Source: an optimization exercise on an open RTL-to-GDS flow (aim: a short achievable clock period and few clock cycles). Production flows keep margins and buffers that such runs may drop.

==> inputs of run a <==
==> flow/design.v <==
module mips(input logic clk, reset, input logic [31:0] rd,
            output logic [31:0] wd, adr, output logic MemWrite);
  localparam int NL = 64;            
  localparam int IB = $clog2(NL);    
  localparam int TB = 10 - IB;
  localparam int W = 32;             
  function automatic logic [31:0] add32(input logic [31:0] a, b, input logic ci);
    logic [31:0] p, g, p0, g0;
    p0 = a ^ b;
    g0 = a & b;
    g0[0] = g0[0] | (p0[0] & ci);
    p = p0;
    g = g0;
    for (int d = 1; d < 32; d = d * 2) begin
      for (int i = 31; i >= d; i--) begin
        g[i] = g[i] | (p[i] & g[i - d]);
        p[i] = p[i] & p[i - d];
      end
    end
    add32 = p0 ^ {g[30:0], ci};
  endfunction
  function automatic logic [4:0] f_dst(input logic [31:0] x);
    case (x[31:26])
      6'd0: f_dst = x[15:11];
      6'd8, 6'd35: f_dst = x[20:16];
      default: f_dst = 5'd0;
    endcase
  endfunction
  function automatic logic f_usrs(input logic [31:0] x);
    f_usrs = x[31:26] == 6'd0 || x[31:26] == 6'd8 || x[31:26] == 6'd35 ||
             x[31:26] == 6'd43 || x[31:26] == 6'd4;
  endfunction
  function automatic logic f_usrt(input logic [31:0] x);
    f_usrt = x[31:26] == 6'd0 || x[31:26] == 6'd43 || x[31:26] == 6'd4;
  endfunction
  function automatic logic f_mem(input logic [31:0] x);
    f_mem = x[31:26] == 6'd35 || x[31:26] == 6'd43;
  endfunction
  logic [31:0] adr_q, wd_q;
  logic        mw_q;                 
  logic        pf_q;                 
  logic        ld_q;                 
  logic [4:0]  ldrt_q;
  logic [13:2] pp;                   
  logic [13:2] fpc;                  
  logic [31:0] ir0, ir1;             
  logic        ir0_v, ir1_v;
  logic [13:2] ir_pc;                
  logic        ir_pt;                
  logic        fb_v;                 
  logic [31:0] fb_d;
  logic [13:2] fb_a;
  logic [31:0] rf [1:31];
  logic [31:1] rf_v;                 
  logic [31:0] c_d   [0:NL-1];
  logic [TB-1:0] c_tag [0:NL-1];
  logic [NL-1:0] c_v;
  logic [NL-1:0] c_bp;               
  logic [13:2] c_tgt [0:NL-1];       
  logic [4:0]  c_dst [0:NL-1];
  logic [NL-1:0] c_usrs, c_usrt, c_mem, c_j, c_b;
  assign adr = adr_q;
  assign wd = wd_q;
  assign MemWrite = mw_q;
  logic [5:0]  op0, op1, fn0, fn1;
  logic [4:0]  rs0, rt0, rd0, rs1, rt1, rd1;
  logic [31:0] a0, b0, a1, b1, se0, se1;
  assign op0 = ir0[31:26]; assign rs0 = ir0[25:21]; assign rt0 = ir0[20:16];
  assign rd0 = ir0[15:11]; assign fn0 = ir0[5:0];
  assign op1 = ir1[31:26]; assign rs1 = ir1[25:21]; assign rt1 = ir1[20:16];
  assign rd1 = ir1[15:11]; assign fn1 = ir1[5:0];
  assign se0 = {{16{ir0[15]}}, ir0[15:0]};
  assign se1 = {{16{ir1[15]}}, ir1[15:0]};
  function automatic logic [31:0] rread(input logic [4:0] r);
    rread = (r != 5'd0 && rf_v[r]) ? rf[r] : 32'd0;
  endfunction
  assign a0 = rread(rs0);
  assign b0 = rread(rt0);
  assign a1 = rread(rs1);
  assign b1 = rread(rt1);
  function automatic logic [31:0] alu(input logic [5:0] fn, input logic [31:0] a, b);
    logic sub;
    logic [31:0] sum;
    sub = (fn == 6'h22) || (fn == 6'h2a);
    sum = add32(a, b ^ {32{sub}}, sub);
    case (fn)
      6'h24: alu = a & b;
      6'h25: alu = a | b;
      6'h26: alu = a ^ b;
      6'h27: alu = ~(a | b);
      6'h2a: alu = {31'd0, sum[31]};
      default: alu = sum;
    endcase
  endfunction
  logic stall, ex, ex1;
  assign stall = ld_q && (ldrt_q != 5'd0) &&
                 ((f_usrs(ir0) && rs0 == ldrt_q) || (f_usrt(ir0) && rt0 == ldrt_q) ||
                  (ir1_v && ((f_usrs(ir1) && rs1 == ldrt_q) || (f_usrt(ir1) && rt1 == ldrt_q))));
  assign ex = ir0_v && !stall;
  assign ex1 = ex && ir1_v;
  logic [31:0] ag0, ag1, res0, res1;
  assign ag0 = add32(a0, se0, 1'b0);
  assign ag1 = add32(a1, se1, 1'b0);
  assign res0 = (op0 == 6'd0) ? alu(fn0, a0, b0) : ag0;
  assign res1 = (op1 == 6'd0) ? alu(fn1, a1, b1) : ag1;
  logic [4:0] wa0, wa1;
  logic we0, we1;
  assign wa0 = (op0 == 6'd0) ? rd0 : rt0;
  assign wa1 = (op1 == 6'd0) ? rd1 : rt1;
  assign we0 = ex && (op0 == 6'd0 || op0 == 6'd8) && wa0 != 5'd0;
  assign we1 = ex1 && (op1 == 6'd0 || op1 == 6'd8) && wa1 != 5'd0;
  logic        bsl, isb, tk, e_redir;
  logic [31:0] ba, bb;
  logic [15:0] bimm;
  logic [13:2] bpc, e_tgt;
  assign bsl = ir1_v && op1 == 6'd4;
  assign isb = bsl || op0 == 6'd4;
  assign ba = bsl ? a1 : a0;
  assign bb = bsl ? b1 : b0;
  assign bimm = bsl ? ir1[15:0] : ir0[15:0];
  assign bpc = bsl ? ir_pc + 12'd1 : ir_pc;
  assign tk = ba == bb;
  always_comb begin
    e_redir = 1'b0;
    e_tgt = bpc + 12'd1 + bimm[11:0];
    if (ex && isb && tk != ir_pt) begin
      e_redir = 1'b1;
      if (!tk) e_tgt = bpc + 12'd1;
    end else if (ex && op0 == 6'd2 && !ir_pt) begin
      e_redir = 1'b1;
      e_tgt = ir0[11:0];
    end
  end
  logic msl, e_mem;
  assign msl = ir1_v && f_mem(ir1);
  assign e_mem = ex && (f_mem(ir0) || msl);
  logic [IB-1:0] i0;
  logic [TB-1:0] ft, ft1;
  logic        wrap, hit0, hit1, fbh0, rdh0, f_avail, slot_free, f_take;
  logic [31:0] c_d1 [0:NL-1];
  logic [TB-1:0] c_tag1 [0:NL-1];
  logic [NL-1:0] c_v1, c_bp1, c_usrs1, c_usrt1, c_mem1, c_j1, c_b1;
  logic [13:2] c_tgt1 [0:NL-1];
  logic [4:0]  c_dst1 [0:NL-1];
  always_comb
    for (int k = 0; k < NL; k++) begin
      c_d1[k] = c_d[(k + 1) % NL];
      c_tag1[k] = c_tag[(k + 1) % NL];
      c_tgt1[k] = c_tgt[(k + 1) % NL];
      c_dst1[k] = c_dst[(k + 1) % NL];
      c_v1[k] = c_v[(k + 1) % NL];
      c_bp1[k] = c_bp[(k + 1) % NL];
      c_usrs1[k] = c_usrs[(k + 1) % NL];
      c_usrt1[k] = c_usrt[(k + 1) % NL];
      c_mem1[k] = c_mem[(k + 1) % NL];
      c_j1[k] = c_j[(k + 1) % NL];
      c_b1[k] = c_b[(k + 1) % NL];
    end
  assign i0 = fpc[IB+1:2];
  assign ft = fpc[11:IB+2];
  assign ft1 = ft + 1'b1;
  assign wrap = &i0;
  assign hit0 = fpc[13:12] == 2'b00 && c_v[i0] && c_tag[i0] == ft;
  assign hit1 = fpc[13:12] == 2'b00 && c_v1[i0] &&
                (wrap ? (ft != '1 && c_tag1[i0] == ft1) : c_tag1[i0] == ft);
  assign fbh0 = fb_v && fb_a == fpc;
  assign rdh0 = pf_q && pp == fpc;
  assign f_avail = hit0 | fbh0 | rdh0;
  assign slot_free = !ir0_v || ex;
  assign f_take = f_avail && slot_free && !e_redir;
  logic [31:0] x0, x1;
  assign x0 = hit0 ? c_d[i0] : fbh0 ? fb_d : rd;
  assign x1 = c_d1[i0];
  logic pt0, pt1, raw, pair;
  assign pt0 = c_j[i0] | (c_b[i0] & c_bp[i0]);
  assign pt1 = c_j1[i0] | (c_b1[i0] & c_bp1[i0]);
  assign raw = c_dst[i0] != 5'd0 &&
               ((c_usrs1[i0] && x1[25:21] == c_dst[i0]) || (c_usrt1[i0] && x1[20:16] == c_dst[i0]) ||
                (c_mem[i0] && c_dst1[i0] == c_dst[i0]));    
  assign pair = hit0 && hit1 && !pt0 &&
                (c_b[i0] ? c_j1[i0] : (!(c_mem[i0] && c_mem1[i0]) && !raw));
  logic        f_pt;
  logic [13:2] fpc_n;
  always_comb begin
    f_pt = 1'b0;
    if (e_redir) fpc_n = e_tgt;
    else if (!f_take) fpc_n = fpc;
    else if (pair) begin
      f_pt = c_b1[i0] & c_bp1[i0];
      fpc_n = pt1 ? c_tgt1[i0] : fpc + 12'd2;
    end else if (hit0) begin
      f_pt = pt0;
      fpc_n = pt0 ? c_tgt[i0] : fpc + 12'd1;
    end else fpc_n = fpc + 12'd1;
  end
  logic [11:0] dpp;
  logic behind, far;
  logic [13:2] pp_n;
  assign dpp = pp - fpc;
  assign behind = dpp[11];
  assign far = !behind && dpp >= 12'(W - 1);
  always_comb begin
    if (e_redir) pp_n = e_tgt;
    else if (!f_avail || behind) pp_n = fpc;
    else if (pf_q && !far) pp_n = pp + 12'd1;
    else pp_n = pp;
  end
  always_ff @(posedge clk, posedge reset) begin
    if (reset) begin
      adr_q <= 32'd0;
      mw_q <= 1'b0;
      pf_q <= 1'b1;
      ld_q <= 1'b0;
      pp <= 12'd0;
      fpc <= 12'd0;
      ir0_v <= 1'b0;
      ir1_v <= 1'b0;
      ir_pt <= 1'b0;
      fb_v <= 1'b0;
    end else begin
      fpc <= fpc_n;
      pp <= pp_n;
      if (e_mem) begin
        adr_q <= msl ? ag1 : ag0;
        mw_q <= msl ? op1 == 6'd43 : op0 == 6'd43;
        ld_q <= msl ? op1 == 6'd35 : op0 == 6'd35;
        pf_q <= 1'b0;
      end else begin
        adr_q <= {18'd0, pp_n, 2'b00};
        mw_q <= 1'b0;
        ld_q <= 1'b0;
        pf_q <= 1'b1;
      end
      if (f_take) begin
        ir0_v <= 1'b1;
        ir1_v <= pair;
        ir_pt <= f_pt;
      end else if (ex || e_redir) begin
        ir0_v <= 1'b0;
        ir1_v <= 1'b0;
      end
      fb_v <= pf_q && pp[13:12] == 2'b00;
    end
  end
  always_ff @(posedge clk) begin
    if (e_mem) begin
      ldrt_q <= msl ? rt1 : rt0;
      wd_q <= msl ? b1 : b0;
    end
    if (f_take) begin
      ir0 <= x0;
      ir1 <= x1;
      ir_pc <= fpc;
    end
    fb_d <= rd;
    fb_a <= pp;
  end
  always_ff @(posedge clk, posedge reset) begin
    if (reset) rf_v <= '0;
    else begin
      for (int i = 1; i < 32; i++)
        if ((we1 && wa1 == 5'(i)) || (we0 && wa0 == 5'(i)) || (ld_q && ldrt_q == 5'(i)))
          rf_v[i] <= 1'b1;
    end
  end
  always_ff @(posedge clk) begin
    for (int i = 1; i < 32; i++) begin
      if (we1 && wa1 == 5'(i)) rf[i] <= res1;
      else if (we0 && wa0 == 5'(i)) rf[i] <= res0;
      else if (ld_q && ldrt_q == 5'(i)) rf[i] <= rd;
    end
  end
  logic inval, fill;
  logic [IB-1:0] fi;
  assign fi = fb_a[IB+1:2];
  assign inval = mw_q && adr_q[13:12] == 2'b00;
  assign fill = fb_v && !(c_v[fi] && c_tag[fi] == fb_a[11:IB+2]);
  always_ff @(posedge clk, posedge reset) begin
    if (reset) c_v <= '0;
    else if (inval) c_v <= '0;
    else if (fill) c_v[fi] <= 1'b1;
  end
  always_ff @(posedge clk) begin
    if (fill) begin
      c_d[fi] <= fb_d;
      c_tag[fi] <= fb_a[11:IB+2];
      c_tgt[fi] <= (fb_d[31:26] == 6'd2) ? fb_d[11:0] : fb_a + 12'd1 + fb_d[11:0];
      c_dst[fi] <= f_dst(fb_d);
      c_usrs[fi] <= f_usrs(fb_d);
      c_usrt[fi] <= f_usrt(fb_d);
      c_mem[fi] <= f_mem(fb_d);
      c_j[fi] <= fb_d[31:26] == 6'd2;
      c_b[fi] <= fb_d[31:26] == 6'd4;
    end
    for (int i = 0; i < NL; i++) begin
      if (ex && isb && bpc[IB+1:2] == IB'(i)) c_bp[i] <= tk;
      else if (fill && fi == IB'(i)) c_bp[i] <= fb_d[25:21] == fb_d[20:16];
    end
  end
endmodule
==> flow/flow/run.sh <==
#!/bin/bash
set -euo pipefail
bash standard.sh SETUP_SLACK_MARGIN=13 finish > flow_standard.log 2>&1
==> flow/standard.sh <==
#!/bin/bash
# synth_recipe.tcl (not shown) runs the flow's synth.tcl, then flattens the netlist and writes it again
# the make line also repeats each setting of config.mk as NAME=value (left out here)
make -C /OpenROAD-flow-scripts/flow DESIGN_CONFIG=/design/flow/config.mk WORK_HOME=/design/flow/orfs CLKGATE_MAP_FILE= SYNTH_SCRIPT=/design/flow/synth_recipe.tcl "${@:-finish}"
==> flow/config.mk <==
export PLATFORM = sky130hd
export DESIGN_NAME = mips
export DESIGN_NICKNAME = mips
export VERILOG_FILES = /design/flow/design.v
export SDC_FILE = /design/flow/constraint.sdc
export NUM_CORES = 4
export LEC_CHECK = 0
export ABC_CLOCK_PERIOD_IN_PS = 3000
export CAP_MARGIN = 20
export CORE_MARGIN = 2
export CORE_UTILIZATION = 50
export SLEW_MARGIN = 20
export TNS_END_PERCENT = 5
==> flow/constraint.sdc <==
create_clock -name core_clock -period 18.0 [get_ports {clk}]
set_input_delay 3.6000 -clock core_clock [delete_from_list [all_inputs] [get_ports {clk}]]
set_output_delay 3.6000 -clock core_clock [all_outputs]
set_load 0.01 [all_outputs]
==> inputs of run b, as changes to run a <==
==> flow/design.v, changed modules only <==
module mips(input logic clk, reset, input logic [31:0] rd,
            output logic [31:0] wd, adr, output logic MemWrite);
  localparam int NL = 32;            
  localparam int IB = $clog2(NL);    
  localparam int TB = 10 - IB;
  localparam int W = 20;             
  function automatic logic [31:0] add32(input logic [31:0] a, b, input logic ci);
    logic [31:0] p, g, p0, g0;
    p0 = a ^ b;
    g0 = a & b;
    g0[0] = g0[0] | (p0[0] & ci);
    p = p0;
    g = g0;
    for (int d = 1; d < 32; d = d * 2) begin
      for (int i = 31; i >= d; i--) begin
        g[i] = g[i] | (p[i] & g[i - d]);
        p[i] = p[i] & p[i - d];
      end
    end
    add32 = p0 ^ {g[30:0], ci};
  endfunction
  function automatic logic [4:0] f_dst(input logic [31:0] x);
    case (x[31:26])
      6'd0: f_dst = x[15:11];
      6'd8, 6'd35: f_dst = x[20:16];
      default: f_dst = 5'd0;
    endcase
  endfunction
  function automatic logic f_usrs(input logic [31:0] x);
    f_usrs = x[31:26] == 6'd0 || x[31:26] == 6'd8 || x[31:26] == 6'd35 ||
             x[31:26] == 6'd43 || x[31:26] == 6'd4;
  endfunction
  function automatic logic f_usrt(input logic [31:0] x);
    f_usrt = x[31:26] == 6'd0 || x[31:26] == 6'd43 || x[31:26] == 6'd4;
  endfunction
  function automatic logic f_mem(input logic [31:0] x);
    f_mem = x[31:26] == 6'd35 || x[31:26] == 6'd43;
  endfunction
  function automatic logic f_pairable(input logic [31:0] p, q);
    logic [4:0] d;
    d = f_dst(p);
    f_pairable = p[31:26] != 6'd2 &&
                 !(p[31:26] == 6'd4 && q[31:26] == 6'd4) &&
                 !(f_mem(p) && f_mem(q)) &&
                 !(d != 5'd0 && ((f_usrs(q) && q[25:21] == d) || (f_usrt(q) && q[20:16] == d))) &&
                 !(p[31:26] == 6'd35 && d != 5'd0 && f_dst(q) == d);
  endfunction
  logic [31:0] adr_q, wd_q;
  logic        mw_q;                 
  logic        pf_q;                 
  logic        ld_q;                 
  logic [4:0]  ldrt_q;
  logic [13:2] pp;                   
  logic [13:2] fpc;                  
  logic [31:0] ir0, ir1;             
  logic        ir0_v, ir1_v;
  logic [13:2] ir_pc;                
  logic        ir_pt;                
  logic        fb_v;                 
  logic        fb_in;                
  logic [31:0] fb_d;
  logic [13:2] fb_a;
  logic        pv_v;                 
  logic [31:0] pv_d;
  logic [13:2] pv_a;
  logic [31:0] rf [1:31];
  logic [31:1] rf_v;                 
  logic [31:0] c_d   [0:NL-1];
  logic [TB-1:0] c_tag [0:NL-1];
  logic [NL-1:0] c_v;
  logic [NL-1:0] c_bp;               
  logic [13:2] c_tgt [0:NL-1];       
  logic [NL-1:0] c_j, c_b, c_pb;     
  assign adr = adr_q;
  assign wd = wd_q;
  assign MemWrite = mw_q;
  logic [5:0]  op0, op1, fn0, fn1;
  logic [4:0]  rs0, rt0, rd0, rs1, rt1, rd1;
  logic [31:0] a0, b0, a1, b1, se0, se1;
  assign op0 = ir0[31:26]; assign rs0 = ir0[25:21]; assign rt0 = ir0[20:16];
  assign rd0 = ir0[15:11]; assign fn0 = ir0[5:0];
  assign op1 = ir1[31:26]; assign rs1 = ir1[25:21]; assign rt1 = ir1[20:16];
  assign rd1 = ir1[15:11]; assign fn1 = ir1[5:0];
  assign se0 = {{16{ir0[15]}}, ir0[15:0]};
  assign se1 = {{16{ir1[15]}}, ir1[15:0]};
  function automatic logic [31:0] rread(input logic [4:0] r);
    rread = (r != 5'd0 && rf_v[r]) ? rf[r] : 32'd0;
  endfunction
  assign a0 = rread(rs0);
  assign b0 = rread(rt0);
  assign a1 = rread(rs1);
  assign b1 = rread(rt1);
  function automatic logic [31:0] alu(input logic [5:0] fn, input logic [31:0] a, b);
    logic sub;
    logic [31:0] sum;
    sub = (fn == 6'h22) || (fn == 6'h2a);
    sum = add32(a, b ^ {32{sub}}, sub);
    case (fn)
      6'h24: alu = a & b;
      6'h25: alu = a | b;
      6'h26: alu = a ^ b;
      6'h27: alu = ~(a | b);
      6'h2a: alu = {31'd0, sum[31]};
      default: alu = sum;
    endcase
  endfunction
  logic stall, ex, ex1, kill1;
  assign stall = ld_q && (ldrt_q != 5'd0) &&
                 ((f_usrs(ir0) && rs0 == ldrt_q) || (f_usrt(ir0) && rt0 == ldrt_q) ||
                  (ir1_v && ((f_usrs(ir1) && rs1 == ldrt_q) || (f_usrt(ir1) && rt1 == ldrt_q))));
  assign ex = ir0_v && !stall;
  assign kill1 = op0 == 6'd4 && a0 == b0;    
  assign ex1 = ex && ir1_v && !kill1;
  logic [31:0] ag0, ag1, res0, res1;
  assign ag0 = add32(a0, se0, 1'b0);
  assign ag1 = add32(a1, se1, 1'b0);
  assign res0 = (op0 == 6'd0) ? alu(fn0, a0, b0) : ag0;
  assign res1 = (op1 == 6'd0) ? alu(fn1, a1, b1) : ag1;
  logic [4:0] wa0, wa1;
  logic we0, we1;
  assign wa0 = (op0 == 6'd0) ? rd0 : rt0;
  assign wa1 = (op1 == 6'd0) ? rd1 : rt1;
  assign we0 = ex && (op0 == 6'd0 || op0 == 6'd8) && wa0 != 5'd0;
  assign we1 = ex1 && (op1 == 6'd0 || op1 == 6'd8) && wa1 != 5'd0;
  logic        bsl, isb, tk, e_redir;
  logic [31:0] ba, bb;
  logic [15:0] bimm;
  logic [13:2] bpc, e_tgt;
  assign bsl = ir1_v && op1 == 6'd4;
  assign isb = bsl || op0 == 6'd4;
  assign ba = bsl ? a1 : a0;
  assign bb = bsl ? b1 : b0;
  assign bimm = bsl ? ir1[15:0] : ir0[15:0];
  assign bpc = bsl ? ir_pc + 12'd1 : ir_pc;
  assign tk = ba == bb;
  always_comb begin
    e_redir = 1'b0;
    e_tgt = bpc + 12'd1 + bimm[11:0];
    if (ex && isb && tk != ir_pt) begin
      e_redir = 1'b1;
      if (!tk) e_tgt = bpc + 12'd1;
    end else if (ex && op0 == 6'd2 && !ir_pt) begin
      e_redir = 1'b1;
      e_tgt = ir0[11:0];
    end
  end
  logic msl, e_mem;
  assign msl = ir1_v && f_mem(ir1);
  assign e_mem = ex && (f_mem(ir0) || (msl && !kill1));
  logic [IB-1:0] i0;
  logic [TB-1:0] ft, ft1;
  logic          fca, fca1;
  assign i0 = fpc[IB+1:2];
  assign ft = fpc[11:IB+2];
  assign ft1 = ft + 1'b1;
  assign fca = fpc[13:12] == 2'b00;
  assign fca1 = fca && ft != '1;       
  logic [NL-1:0] h0, h1, h2, j1r, j2r, b1r, bp1r, pb1r;
  logic [31:0]   d1r  [0:NL-1];
  logic [13:2]   t1r  [0:NL-1];
  logic [13:2]   t2r  [0:NL-1];
  always_comb
    for (int k = 0; k < NL; k++) begin
      h0[k] = c_v[k] && c_tag[k] == ft;
      h1[k] = c_v[(k + 1) % NL] &&
              ((k + 1 >= NL) ? (fca1 && c_tag[(k + 1) % NL] == ft1) : c_tag[(k + 1) % NL] == ft);
      h2[k] = c_v[(k + 2) % NL] &&
              ((k + 2 >= NL) ? (fca1 && c_tag[(k + 2) % NL] == ft1) : c_tag[(k + 2) % NL] == ft);
      j1r[k] = c_j[(k + 1) % NL];
      j2r[k] = c_j[(k + 2) % NL];
      b1r[k] = c_b[(k + 1) % NL];
      bp1r[k] = c_bp[(k + 1) % NL];
      pb1r[k] = c_pb[(k + 1) % NL];
      d1r[k] = c_d[(k + 1) % NL];
      t1r[k] = c_tgt[(k + 1) % NL];
      t2r[k] = c_tgt[(k + 2) % NL];
    end
  logic hit0, hit1, hit2, fbh0, rdh0, f_avail, slot_free;
  assign hit0 = fca && h0[i0];
  assign hit1 = fca && h1[i0];
  assign hit2 = fca && h2[i0];
  assign fbh0 = fb_v && fb_a == fpc;
  assign rdh0 = pf_q && pp == fpc;
  assign f_avail = hit0 | fbh0 | rdh0;
  assign slot_free = !ir0_v || ex;
  logic pt0, pt1, pair, fold1, fold2;
  assign pt0 = c_j[i0] | (c_b[i0] & c_bp[i0]);
  assign pt1 = j1r[i0] | (b1r[i0] & bp1r[i0]);
  assign pair = hit0 && hit1 && pb1r[i0] && !pt0;
  assign fold1 = hit1 && j1r[i0];      
  assign fold2 = hit2 && j2r[i0];      
  logic        f_pt;
  logic [13:2] fpc_n;
  always_comb begin
    f_pt = 1'b0;
    if (e_redir) fpc_n = e_tgt;
    else if (!(f_avail && slot_free)) fpc_n = fpc;
    else if (pair) begin
      f_pt = b1r[i0] & bp1r[i0];
      fpc_n = pt1 ? t1r[i0] : fold2 ? t2r[i0] : fpc + 12'd2;
    end else if (hit0) begin
      f_pt = pt0;
      fpc_n = pt0 ? c_tgt[i0] : fold1 ? t1r[i0] : fpc + 12'd1;
    end else fpc_n = fold1 ? t1r[i0] : fpc + 12'd1;
  end
  logic [11:0] dpp;
  logic behind, far;
  logic [13:2] pp_n;
  assign dpp = pp - fpc;
  assign behind = dpp[11];
  assign far = !behind && dpp >= 12'(W - 1);
  always_comb begin
    if (e_redir) pp_n = e_tgt;
    else if (!f_avail || behind) pp_n = fpc;
    else if (pf_q && !far) pp_n = pp + 12'd1;
    else pp_n = pp;
  end
  always_ff @(posedge clk, posedge reset) begin
    if (reset) begin
      adr_q <= 32'd0;
      mw_q <= 1'b0;
      pf_q <= 1'b1;
      ld_q <= 1'b0;
      pp <= 12'd0;
      fpc <= 12'd0;
      ir0_v <= 1'b0;
      ir1_v <= 1'b0;
      ir_pt <= 1'b0;
      fb_v <= 1'b0;
      pv_v <= 1'b0;
    end else begin
      fpc <= fpc_n;
      pp <= pp_n;
      if (e_mem) begin
        adr_q <= msl ? ag1 : ag0;
        mw_q <= msl ? op1 == 6'd43 : op0 == 6'd43;
        ld_q <= msl ? op1 == 6'd35 : op0 == 6'd35;
        pf_q <= 1'b0;
      end else begin
        adr_q <= {18'd0, pp_n, 2'b00};
        mw_q <= 1'b0;
        ld_q <= 1'b0;
        pf_q <= 1'b1;
      end
      if (slot_free) begin
        ir0_v <= f_avail && !e_redir;
        ir1_v <= pair && !e_redir;
        ir_pt <= f_pt;
      end else if (e_redir) begin
        ir0_v <= 1'b0;
        ir1_v <= 1'b0;
      end
      fb_v <= pf_q && pp[13:12] == 2'b00;
      if (fb_v) pv_v <= 1'b1;
    end
  end
  always_ff @(posedge clk) begin
    if (e_mem) begin
      ldrt_q <= msl ? rt1 : rt0;
      wd_q <= msl ? b1 : b0;
    end
    if (slot_free) begin
      ir0 <= hit0 ? c_d[i0] : fbh0 ? fb_d : rd;
      ir1 <= d1r[i0];
      ir_pc <= fpc;
    end
    fb_d <= rd;
    fb_a <= pp;
    fb_in <= (c_v[pp[IB+1:2]] && c_tag[pp[IB+1:2]] == pp[11:IB+2]) || (fb_v && fb_a == pp);
    if (fb_v) begin
      pv_d <= fb_d;
      pv_a <= fb_a;
    end
  end
  always_ff @(posedge clk, posedge reset) begin
    if (reset) rf_v <= '0;
    else begin
      for (int i = 1; i < 32; i++)
        if ((we1 && wa1 == 5'(i)) || (we0 && wa0 == 5'(i)) || (ld_q && ldrt_q == 5'(i)))
          rf_v[i] <= 1'b1;
    end
  end
  always_ff @(posedge clk) begin
    for (int i = 1; i < 32; i++) begin
      if (we1 && wa1 == 5'(i)) rf[i] <= res1;
      else if (we0 && wa0 == 5'(i)) rf[i] <= res0;
      else if (ld_q && ldrt_q == 5'(i)) rf[i] <= rd;
    end
  end
  logic inval, fill;
  logic [IB-1:0] fi;
  assign fi = fb_a[IB+1:2];
  assign inval = mw_q && adr_q[13:12] == 2'b00;
  assign fill = fb_v && !fb_in;
  always_ff @(posedge clk, posedge reset) begin
    if (reset) c_v <= '0;
    else if (inval) c_v <= '0;
    else if (fill) c_v[fi] <= 1'b1;
  end
  always_ff @(posedge clk) begin
    if (fill) begin
      c_d[fi] <= fb_d;
      c_tag[fi] <= fb_a[11:IB+2];
      c_tgt[fi] <= (fb_d[31:26] == 6'd2) ? fb_d[11:0] : fb_a + 12'd1 + fb_d[11:0];
      c_j[fi] <= fb_d[31:26] == 6'd2;
      c_b[fi] <= fb_d[31:26] == 6'd4;
      c_pb[fi] <= pv_v && pv_a + 12'd1 == fb_a && f_pairable(pv_d, fb_d);
    end
    for (int i = 0; i < NL; i++) begin
      if (ex && isb && bpc[IB+1:2] == IB'(i)) c_bp[i] <= tk;
      else if (fill && fi == IB'(i)) c_bp[i] <= fb_d[25:21] == fb_d[20:16];
    end
  end
endmodule
--- a/flow/config.mk
+++ b/flow/config.mk
@@ -8,6 +8,7 @@
 export ABC_CLOCK_PERIOD_IN_PS = 3000
 export CAP_MARGIN = 20
 export CORE_MARGIN = 2
-export CORE_UTILIZATION = 50
+export CORE_UTILIZATION = 40
+export PLACE_DENSITY = 0.7
 export SLEW_MARGIN = 20
 export TNS_END_PERCENT = 5
==> out/results.ini <==
[outcome]
status=aborted with a tool error
stop_stage=5_1_grt
error_message=[ERROR GRT-0116] Global routing finished with congestion. Check the congestion regions in the DRC Viewer.

[clocking]
clock_sinks=3001

the above is filed under run b

==> out/results.ini <==
[outcome]
stop_stage=5_1_grt
error_message=[ERROR GRT-0116] Global routing finished with congestion. Check the congestion regions in the DRC Viewer.
status=aborted with a tool error

[clocking]
clock_sinks=5083

[synthesis]
synth_top_family_by_area=compound AO/OA/AOI/OAI gates
synth_area_leaders=edfxtp_1 (51%), mux4_2 (11%), a22oi_1 (5.9%), mux2i_1 (2.5%), nand2_1 (2.4%)

the above is filed under run a

No run of this note included a check of the RTL's function; only the layout flow was run.
